This design comes from an exercise in tuning for small area on the open sky130 flow, not from production work. Only simulation tests tie the RTL to the original design; equivalence was not proved. No activity file was given, so power comes from the tool's default toggle rates.

== JK ==
## ALU
module ALU (
    input Clk,
    input Reset,
    input [7:0] operand_A, operand_B,
    input [3:0] Sel,
    output [7:0] Out,
    output [3:0] Flag);
Settings: LEC_CHECK=0, ABC_AREA=0, CAP_MARGIN=20, CORE_MARGIN=2, CORE_UTILIZATION=45, GPL_TIMING_DRIVEN=0, SLEW_MARGIN=20, SYNTH_HIERARCHICAL=1, SYNTH_MINIMUM_KEEP_SIZE=0; clock period 13.5 ns.
run.sh (not shown) runs the stock make flow with config.mk's settings and CLKGATE_MAP_FILE= SYNTH_SCRIPT=/design/flow/synth_recipe.tcl, a recipe that flattens the netlist after the stock synthesis.
JK | stages: all done | timing, DRC, antenna: all pass
[inputs] MS vs JK
==> flow/flow/run.sh (new file) <==
#!/bin/bash
set -euo pipefail
export POST_SYNTH_TCL="$(pwd)/flow/downsize.tcl"
export BUFFER_PORTS_ARGS="-buffer_cell sky130_fd_sc_hd__buf_1"
export RECOVER_POWER=100
export SKIP_INCREMENTAL_REPAIR=1
bash standard.sh > standard.log 2>&1
==> flow/flow/downsize.tcl (new file) <==
# POST_SYNTH hook: set every combinational cell of the synthesized netlist to
# the smallest-area drive strength of the same cell (the same name up to the
# _N drive suffix), so that ABC's drive choices, made without placement or
# real loads, do not stay in the layout. The flow's own repair_design and
# repair_timing then upsize only the cells that timing, slew or load need.
set ::ds_dont_use {}
if {[info exists ::env(DONT_USE_CELLS)]} { set ::ds_dont_use $::env(DONT_USE_CELLS) }
proc ds_dont_use {name} {
  foreach pat $::ds_dont_use { if {[string match $pat $name]} { return 1 } }
  return 0
}
set db [ord::get_db]
# smallest master for each base name: lowest area, then highest drive number
array set best {}
foreach lib [$db getLibs] {
  foreach m [$lib getMasters] {
    set n [$m getName]
    if {![regexp {^(sky130_fd_sc_hd__[a-z0-9]+(?:_[a-z0-9]+)*?)_([0-9]+)$} $n -> base drv]} { continue }
    if {[ds_dont_use $n]} { continue }
    set a [expr {[$m getWidth] * [$m getHeight]}]
    if {![info exists best($base)]} {
      set best($base) [list $a $drv $m]
    } else {
      lassign $best($base) ba bd bm
      if {$a < $ba || ($a == $ba && $drv > $bd)} { set best($base) [list $a $drv $m] }
    }
  }
}
set block [ord::get_db_block]
set swapped 0
foreach inst [$block getInsts] {
  set m [$inst getMaster]
  set n [$m getName]
  # registers keep the cell synthesis gave them
  if {[string match "sky130_fd_sc_hd__df*" $n] || [string match "sky130_fd_sc_hd__dl*" $n] || [string match "sky130_fd_sc_hd__sdf*" $n] || [string match "sky130_fd_sc_hd__edf*" $n]} { continue }
  if {![regexp {^(sky130_fd_sc_hd__[a-z0-9]+(?:_[a-z0-9]+)*?)_([0-9]+)$} $n -> base drv]} { continue }
  if {![info exists best($base)]} { continue }
  set bm [lindex $best($base) 2]
  if {[$bm getName] ne $n} {
    puts "downsize [$inst getName] $n -> [$bm getName]"
    $inst swapMaster $bm
    incr swapped
  }
}
puts "downsize: $swapped cells set to their smallest drive strength"
==> flow/standard.sh (new file) <==
#!/bin/bash
# synth_recipe.tcl (not shown) runs the flow's synth.tcl, then flattens the netlist and writes it again
# the make line also repeats each setting of config.mk as NAME=value (left out here)
make -C /OpenROAD-flow-scripts/flow DESIGN_CONFIG=/design/flow/config.mk WORK_HOME=/design/flow/orfs CLKGATE_MAP_FILE= SYNTH_SCRIPT=/design/flow/synth_recipe.tcl "${@:-finish}"
removed: flow/run.sh
Notes after the runs:
- Complete run, failing final checks: MS, reason setup timing.
- MS against JK: non-clock buffer count moved down; worst vdd rail ir drop moved up; synthesized area shrank by about 11%; final period demand of the worst path up 0.91 ns.
- In the metrics for MS and JK, the one carrying the lower count of standard-cell rows is MS.
- Routed wire length: MS and JK compared, lower one is MS
### MS -> AL
-- flow/flow/run.sh --
<<< MS, line 5
export RECOVER_POWER=100
export SKIP_INCREMENTAL_REPAIR=1
bash standard.sh > standard.log 2>&1
>>> AL, line 5
export RECOVER_POWER=100
bash standard.sh > standard.log 2>&1
-- flow/flow/downsize.tcl --
<<< MS, line 5
# repair_timing then upsize only the cells that timing, slew or load need.
set ::ds_dont_use {}
if {[info exists ::env(DONT_USE_CELLS)]} { set ::ds_dont_use $::env(DONT_USE_CELLS) }
proc ds_dont_use {name} {
  foreach pat $::ds_dont_use { if {[string match $pat $name]} { return 1 } }
  return 0
>>> AL, line 5
# repair_timing then upsize only the cells that timing, slew or load need.
set dont_use {}
if {[info exists ::env(DONT_USE_CELLS)]} { set dont_use $::env(DONT_USE_CELLS) }
proc ds_dont_use {name} {
  foreach pat $::dont_use { if {[string match $pat $name]} { return 1 } }
  return 0
[summary]
- AL: aborted in netlist read-in after synthesis (tool error)
Setup changes, AL to TR
# AL
export LEC_CHECK = 0
export ABC_AREA = 0
export CAP_MARGIN = 20
export CORE_MARGIN = 2
export CORE_UTILIZATION = 45
export GPL_TIMING_DRIVEN = 0
export SLEW_MARGIN = 20
export SYNTH_HIERARCHICAL = 1
export SYNTH_MINIMUM_KEEP_SIZE = 0
create_clock -name core_clock -period 13.5 [get_ports {Clk}]
# TR
export LEC_CHECK = 0
export ABC_AREA = 0
export CAP_MARGIN = 20
export CORE_MARGIN = 2
export CORE_UTILIZATION = 45
export GPL_TIMING_DRIVEN = 0
export SETUP_SLACK_MARGIN = -0.3
export SLEW_MARGIN = 20
export SYNTH_HIERARCHICAL = 1
export SYNTH_MINIMUM_KEEP_SIZE = 0
create_clock -name core_clock -period 13.5 [get_ports {Clk}]
-- flow/flow/downsize.tcl --
<<< AL, line 5
# repair_timing then upsize only the cells that timing, slew or load need.
set dont_use {}
if {[info exists ::env(DONT_USE_CELLS)]} { set dont_use $::env(DONT_USE_CELLS) }
proc ds_dont_use {name} {
  foreach pat $::dont_use { if {[string match $pat $name]} { return 1 } }
  return 0
>>> TR, line 5
# repair_timing then upsize only the cells that timing, slew or load need.
set ::ds_dont_use {}
if {[info exists ::env(DONT_USE_CELLS)]} { set ::ds_dont_use $::env(DONT_USE_CELLS) }
proc ds_dont_use {name} {
  foreach pat $::ds_dont_use { if {[string match $pat $name]} { return 1 } }
  return 0
--- outcome ---
Having completed the whole flow, TR delivered a layout that passed the timing, DRC and antenna checks. AL never completed, since it errored out during netlist read-in after synthesis.


ALU, a different RTL version from the one above (not shown whole).
For scale: about 450 cells after synthesis.
Design ALU, start of the top module:
module ALU (
    input Clk,
    input Reset,
    input [7:0] operand_A, operand_B,
    input [3:0] Sel,
    output [7:0] Out,
    output [3:0] Flag);
Settings: LEC_CHECK=0, ABC_AREA=0, CAP_MARGIN=20, CORE_MARGIN=2, CORE_UTILIZATION=45, CTS_BUF_LIST=sky130_fd_sc_hd__clkbuf_4, CTS_CLUSTER_SIZE=20, GPL_TIMING_DRIVEN=0, SLEW_MARGIN=20, SYNTH_HIERARCHICAL=1, SYNTH_MINIMUM_KEEP_SIZE=0; clock period 13.5 ns.
standard.sh (not shown) runs the stock make flow with config.mk's settings and CLKGATE_MAP_FILE= SYNTH_SCRIPT=/design/flow/synth_recipe.tcl, a recipe that flattens the netlist after the stock synthesis.
==> flow/flow/run.sh <==
#!/bin/bash
set -euo pipefail
export POST_SYNTH_TCL="$(pwd)/flow/downsize.tcl"
export BUFFER_PORTS_ARGS="-buffer_cell sky130_fd_sc_hd__buf_1"
export RECOVER_POWER=100
export REMOVE_ABC_BUFFERS=1
SETUP_SLACK_MARGIN=0 bash standard.sh floorplan > standard_to_floorplan.log 2>&1
SETUP_SLACK_MARGIN=0.4 bash standard.sh cts > standard_to_cts.log 2>&1
SKIP_INCREMENTAL_REPAIR=1 bash standard.sh > standard.log 2>&1
==> flow/flow/downsize.tcl <==
# POST_SYNTH hook: set every combinational cell of the synthesized netlist to
# the smallest-area drive strength of the same cell (the same name up to the
# _N drive suffix), so that ABC's drive choices, made without placement or
# real loads, do not stay in the layout. The flow's own repair_design and
# repair_timing then upsize only the cells that timing, slew or load need.
set ::ds_dont_use {}
if {[info exists ::env(DONT_USE_CELLS)]} { set ::ds_dont_use $::env(DONT_USE_CELLS) }
proc ds_dont_use {name} {
  foreach pat $::ds_dont_use { if {[string match $pat $name]} { return 1 } }
  return 0
}
set db [ord::get_db]
# smallest master for each base name: lowest area, then highest drive number
array set best {}
foreach lib [$db getLibs] {
  foreach m [$lib getMasters] {
    set n [$m getName]
    if {![regexp {^(sky130_fd_sc_hd__[a-z0-9]+(?:_[a-z0-9]+)*?)_([0-9]+)$} $n -> base drv]} { continue }
    if {[ds_dont_use $n]} { continue }
    set a [expr {[$m getWidth] * [$m getHeight]}]
    if {![info exists best($base)]} {
      set best($base) [list $a $drv $m]
    } else {
      lassign $best($base) ba bd bm
      if {$a < $ba || ($a == $ba && $drv > $bd)} { set best($base) [list $a $drv $m] }
    }
  }
}
set block [ord::get_db_block]
set swapped 0
foreach inst [$block getInsts] {
  set m [$inst getMaster]
  set n [$m getName]
  # registers keep the cell synthesis gave them
  if {[string match "sky130_fd_sc_hd__df*" $n] || [string match "sky130_fd_sc_hd__dl*" $n] || [string match "sky130_fd_sc_hd__sdf*" $n] || [string match "sky130_fd_sc_hd__edf*" $n]} { continue }
  if {![regexp {^(sky130_fd_sc_hd__[a-z0-9]+(?:_[a-z0-9]+)*?)_([0-9]+)$} $n -> base drv]} { continue }
  if {![info exists best($base)]} { continue }
  set bm [lindex $best($base) 2]
  if {[$bm getName] ne $n} {
    puts "downsize [$inst getName] $n -> [$bm getName]"
    $inst swapMaster $bm
    incr swapped
  }
}
puts "downsize: $swapped cells set to their smallest drive strength"
==> next run, changes <==
--- a/flow/flow/run.sh
+++ b/flow/flow/run.sh
@@ -6,3 +6,2 @@
 export REMOVE_ABC_BUFFERS=1
-SETUP_SLACK_MARGIN=0 bash standard.sh floorplan > standard_to_floorplan.log 2>&1
 SETUP_SLACK_MARGIN=0.4 bash standard.sh cts > standard_to_cts.log 2>&1
Synthesized cell count does not change.
Die area does not change.
Worst setup slack stays the same.
Sequential power is about the same.
Final area does not change.
Non-clock buffer count does not change.
==> next run, changes <==
--- a/flow/flow/run.sh
+++ b/flow/flow/run.sh
@@ -6,3 +6,3 @@
 export REMOVE_ABC_BUFFERS=1
-SETUP_SLACK_MARGIN=0.4 bash standard.sh cts > standard_to_cts.log 2>&1
+SETUP_SLACK_MARGIN=0.5 bash standard.sh cts > standard_to_cts.log 2>&1
 SKIP_INCREMENTAL_REPAIR=1 bash standard.sh > standard.log 2>&1
The new run passed the timing, DRC and antenna checks.
Total power went up slightly.
Cell count stays the same.
Die area does not change.
Via count stays flat.
Combinational power is about the same.
Wire length barely changes.
==> next run, changes <==
==> flow/flow/run.sh (replaced) <==
#!/bin/bash
set -euo pipefail
export POST_SYNTH_TCL="$(pwd)/flow/downsize.tcl"
export BUFFER_PORTS_ARGS="-buffer_cell sky130_fd_sc_hd__buf_1"
export RECOVER_POWER=100
SETUP_SLACK_MARGIN=0.45 bash standard.sh cts > standard_to_cts.log 2>&1
SKIP_INCREMENTAL_REPAIR=1 bash standard.sh > standard.log 2>&1
What happened:
- The changed run completed without violations
- die area is unchanged
- setup slack loses 0.11 ns
- clock power is about the same
- global-route usage decreases by 0.27 points
- design area climbs by about 1%
- wire length fell by about 1.7%
==> next run, changes <==
--- a/flow/flow/run.sh
+++ b/flow/flow/run.sh
@@ -5,3 +5,3 @@
 export RECOVER_POWER=100
-SETUP_SLACK_MARGIN=0.45 bash standard.sh cts > standard_to_cts.log 2>&1
+SETUP_SLACK_MARGIN=0.4 bash standard.sh cts > standard_to_cts.log 2>&1
 SKIP_INCREMENTAL_REPAIR=1 bash standard.sh > standard.log 2>&1
Outcome: Core utilization shrinks by 0.25 points; worst setup slack got worse by 0.037 ns; count of clock-buffer cells in the layout is unchanged; sequential power is about the same; synthesized cell count is unchanged; maximum frequency hardly moves.


Setup of run A:
RTL: one of the versions met above, not the one the previous note started from.
Size: about 480 cells after synthesis, roughly 0.0029 mm2 of cells after synthesis.
## ALU
module ALU (
    input Clk,
    input Reset,
    input [7:0] operand_A, operand_B,
    input [3:0] Sel,
    output [7:0] Out,
    output [3:0] Flag);
    reg [7:0] Result;
    reg [3:0] FlagCpy;
    wire [7:0] nResult;
    wire [3:0] nFlag;
    assign Out = Result;
    assign Flag = FlagCpy;
    wire [7:0] A = operand_A;
    wire [7:0] B = operand_B;
    wire s_add = (Sel == 4'h0);
    wire s_sub = (Sel == 4'h1);
    wire s_mul = (Sel == 4'h2);
    wire s_div = (Sel == 4'h3);
    wire s_shl = (Sel == 4'h4);
    wire s_shr = (Sel == 4'h5);
    wire s_lgc = (Sel >= 4'h6) && (Sel <= 4'hB);
    wire s_quo = s_div || s_shr;             
    wire sub = s_sub || s_quo;               
    wire b_lo = ~|B[7:3];                    
    wire [7:0] Y = s_shr ? (8'h01 << B[2:0]) : B;
    wire [7:0] Yx = Y ^ {8{sub}};            
    wire [7:0] Yn = ~Yx;
    wire [7:0] hz;
    assign hz[0] = 1'b1;
    genvar g, k;
    generate
        for (g = 1; g < 8; g = g + 1) begin : g_hz
            assign hz[g] = ~|Y[7:8-g];
        end
    endgenerate
    wire [7:0] qz = {8{s_quo}} & hz;         
  ...
export LEC_CHECK = 0
export ABC_AREA = 0
export CAP_MARGIN = 20
export CORE_MARGIN = 2
export CORE_UTILIZATION = 45
export CTS_BUF_LIST = sky130_fd_sc_hd__clkbuf_4
export CTS_CLUSTER_SIZE = 20
export GPL_TIMING_DRIVEN = 0
export SETUP_SLACK_MARGIN = 0.15
export SLEW_MARGIN = 20
export SYNTH_HIERARCHICAL = 1
export SYNTH_MINIMUM_KEEP_SIZE = 0
create_clock -name core_clock -period 13.5 [get_ports {Clk}]
==> flow/flow/run.sh <==
#!/bin/bash
set -euo pipefail
export POST_SYNTH_TCL="$(pwd)/flow/downsize.tcl"
export BUFFER_PORTS_ARGS="-buffer_cell sky130_fd_sc_hd__buf_1"
export RECOVER_POWER=100
export SKIP_INCREMENTAL_REPAIR=1
bash standard.sh > standard.log 2>&1
Scripts as last shown in full above: flow/flow/downsize.tcl
In run A the implementation completed, yet the final layout does not meet the checks, the culprit being setup timing.
What run B does differently from run A at the input level:
--- a/flow/flow/run.sh
+++ b/flow/flow/run.sh
@@ -5,3 +5,3 @@
 export RECOVER_POWER=100
-export SKIP_INCREMENTAL_REPAIR=1
-bash standard.sh > standard.log 2>&1
+SETUP_SLACK_MARGIN=0.65 bash standard.sh cts > standard_to_cts.log 2>&1
+SKIP_INCREMENTAL_REPAIR=1 bash standard.sh > standard.log 2>&1
--- a/flow/config.mk
+++ b/flow/config.mk
@@ -14,3 +14,2 @@
 export GPL_TIMING_DRIVEN = 0
-export SETUP_SLACK_MARGIN = 0.15
 export SLEW_MARGIN = 20
## What came out
Run B: all stages complete, timing, DRC and antenna checks passed
Clock transition at the register clock pins on the worst setup and hold paths after CTS delta (run A -> run B): insignificant
Total placed instance area was lower in the run labelled run A.
As far as worst hold slack is concerned, run B and run A perform about the same.
For run C, these inputs were changed with respect to run B:
==> flow/flow/run.sh <==
#!/bin/bash
set -euo pipefail
export POST_SYNTH_TCL="$(pwd)/flow/downsize.tcl"
export BUFFER_PORTS_ARGS="-buffer_cell sky130_fd_sc_hd__buf_1"
export RECOVER_POWER=100
bash standard.sh > standard.log 2>&1
--- a/flow/config.mk
+++ b/flow/config.mk
@@ -11,4 +11,2 @@
 export CORE_UTILIZATION = 45
-export CTS_BUF_LIST = sky130_fd_sc_hd__clkbuf_4
-export CTS_CLUSTER_SIZE = 20
 export GPL_TIMING_DRIVEN = 0
Results
Changes observed in run C relative to run B: non-clock buffer total of the final layout moved up; number of nets in the layout went up 1.8%; post-route standard cell area excluding fillers up 4.5%; proportion of cell area occupied by registers fell 0.37 points; routed wire length on met3 went down by 64 um.
Comparing shortest clock period the worst path allows after layout for run C and run B, the smaller number came from run C.
On overall global routing resource usage, run C and run B are neck and neck.


RTL: one of the versions met above, not the one the previous note started from.
Size in the first run: roughly 450 cells after synthesis, about 2800 µm² of cells after synthesis.
==> flow/config.mk <==
export PLATFORM = sky130hd
export DESIGN_NAME = ALU
export DESIGN_NICKNAME = ALU
export VERILOG_FILES = /design/flow/design.v
export SDC_FILE = /design/flow/constraint.sdc
export NUM_CORES = 4
export LEC_CHECK = 0
export ABC_AREA = 0
export CAP_MARGIN = 20
export CORE_MARGIN = 2
export CORE_UTILIZATION = 45
export CTS_BUF_LIST = sky130_fd_sc_hd__clkbuf_4
export CTS_CLUSTER_SIZE = 20
export GPL_TIMING_DRIVEN = 0
export SLEW_MARGIN = 20
export SYNTH_HIERARCHICAL = 1
export SYNTH_MINIMUM_KEEP_SIZE = 0
==> flow/constraint.sdc <==
create_clock -name core_clock -period 13.5 [get_ports {Clk}]
set_input_delay 2.7000 -clock core_clock [delete_from_list [all_inputs] [get_ports {Clk}]]
set_output_delay 2.7000 -clock core_clock [all_outputs]
set_load 0.01 [all_outputs]
==> flow/flow/run.sh <==
#!/bin/bash
set -euo pipefail
export POST_SYNTH_TCL="$(pwd)/flow/downsize.tcl"
export BUFFER_PORTS_ARGS="-buffer_cell sky130_fd_sc_hd__buf_1"
export RECOVER_POWER=100
SETUP_SLACK_MARGIN=0.55 bash standard.sh cts > standard_to_cts.log 2>&1
SKIP_INCREMENTAL_REPAIR=1 bash standard.sh > standard.log 2>&1
Scripts as last shown in full above: flow/flow/downsize.tcl
==> next run, changes <==
--- a/flow/flow/run.sh
+++ b/flow/flow/run.sh
@@ -5,3 +5,3 @@
 export RECOVER_POWER=100
-SETUP_SLACK_MARGIN=0.55 bash standard.sh cts > standard_to_cts.log 2>&1
+SETUP_SLACK_MARGIN=0.5 bash standard.sh cts > standard_to_cts.log 2>&1
 SKIP_INCREMENTAL_REPAIR=1 bash standard.sh > standard.log 2>&1
- CTS_CLUSTER_DIAMETER: unset -> 200
- CTS_CLUSTER_SIZE: 20 -> 40
=> The new run finished clean; cell area is lower slightly; flip-flop and latch count does not change; area after synthesis is unchanged; utilization falls by 0.38 points; routed wire length goes down slightly; count of clock-buffer cells in the layout does not change; final cell count fell slightly; power decreases slightly; sequential share of layout area stays flat; via count is lower slightly; worst hold slack barely changes.
==> next run, changes <==
- CTS_CLUSTER_DIAMETER: 200 -> unset
- CTS_CLUSTER_SIZE: 40 -> 20
What happened:
- final area stays the same
- setup slack stays the same
- flip-flop and latch count is unchanged
- critical path depth does not change
- total power stays the same
- clock-buffer cell count is unchanged
- core utilization stays the same
- non-clock buffer count does not change
- area after synthesis is unchanged
- cell count stays the same
- register-to-register slack hardly moves

==> port drivers added, routing unchanged <==
No port has a modelled driver above. Below, the same layouts with a new extraction and two added sets of constraints.
Step 1 sets driving cells, clkbuf_16 on the clock port and buf_2 on the other inputs (assumed; they add their load-dependent delay and slew).
Step 2, shift: input delay + t, output delay - t, t = (earliest + latest rising clock arrival at the registers) / 2. This alone moves slack from input paths to output paths.
Slacks: ideal ports / drivers / drivers and shift; pairs: ideal ports / drivers.
run	shift t [ns]	slack for setup (ns)	worst hold slack (ns)	worst data-port slew with drivers (ns)
JK	0.258	0.691 / 0.693 / 0.436	0.455 / 0.455 / 0.455	0.04
MS	0.263	-0.221 / -0.219 / -0.482	0.468 / 0.468 / 0.468	0.03
TR	0.264	0.410 / 0.408 / 0.145	0.474 / 0.474 / 0.474	0.03
the first run of note 2	0.297	0.333 / 0.335 / 0.037	0.532 / 0.532 / 0.532	0.03
the second run of note 2	0.297	0.333 / 0.335 / 0.037	0.532 / 0.532 / 0.532	0.03
the third run of note 2	0.297	0.465 / 0.467 / 0.170	0.532 / 0.532 / 0.532	0.03
the fourth run of note 2	0.292	0.359 / 0.362 / 0.069	0.543 / 0.543 / 0.543	0.03
the fifth run of note 2	0.292	0.322 / 0.325 / 0.033	0.543 / 0.543 / 0.543	0.03
run A	0.292	-0.046 / -0.046 / -0.339	0.474 / 0.474 / 0.474	0.03
run B	0.298	0.487 / 0.482 / 0.184	0.471 / 0.471 / 0.471	0.03
run C	0.262	0.638 / 0.635 / 0.374	0.473 / 0.473 / 0.473	0.03
the first run of note 4	0.298	0.416 / 0.416 / 0.118	0.531 / 0.531 / 0.531	0.04
the second run of note 4	0.299	0.408 / 0.409 / 0.110	0.534 / 0.534 / 0.534	0.04
the third run of note 4	0.299	0.408 / 0.409 / 0.110	0.534 / 0.534 / 0.534	0.04
For run B, which loses most, drivers alone change the setup slack by -0.005 ns; drivers and shift together by -0.303 ns.
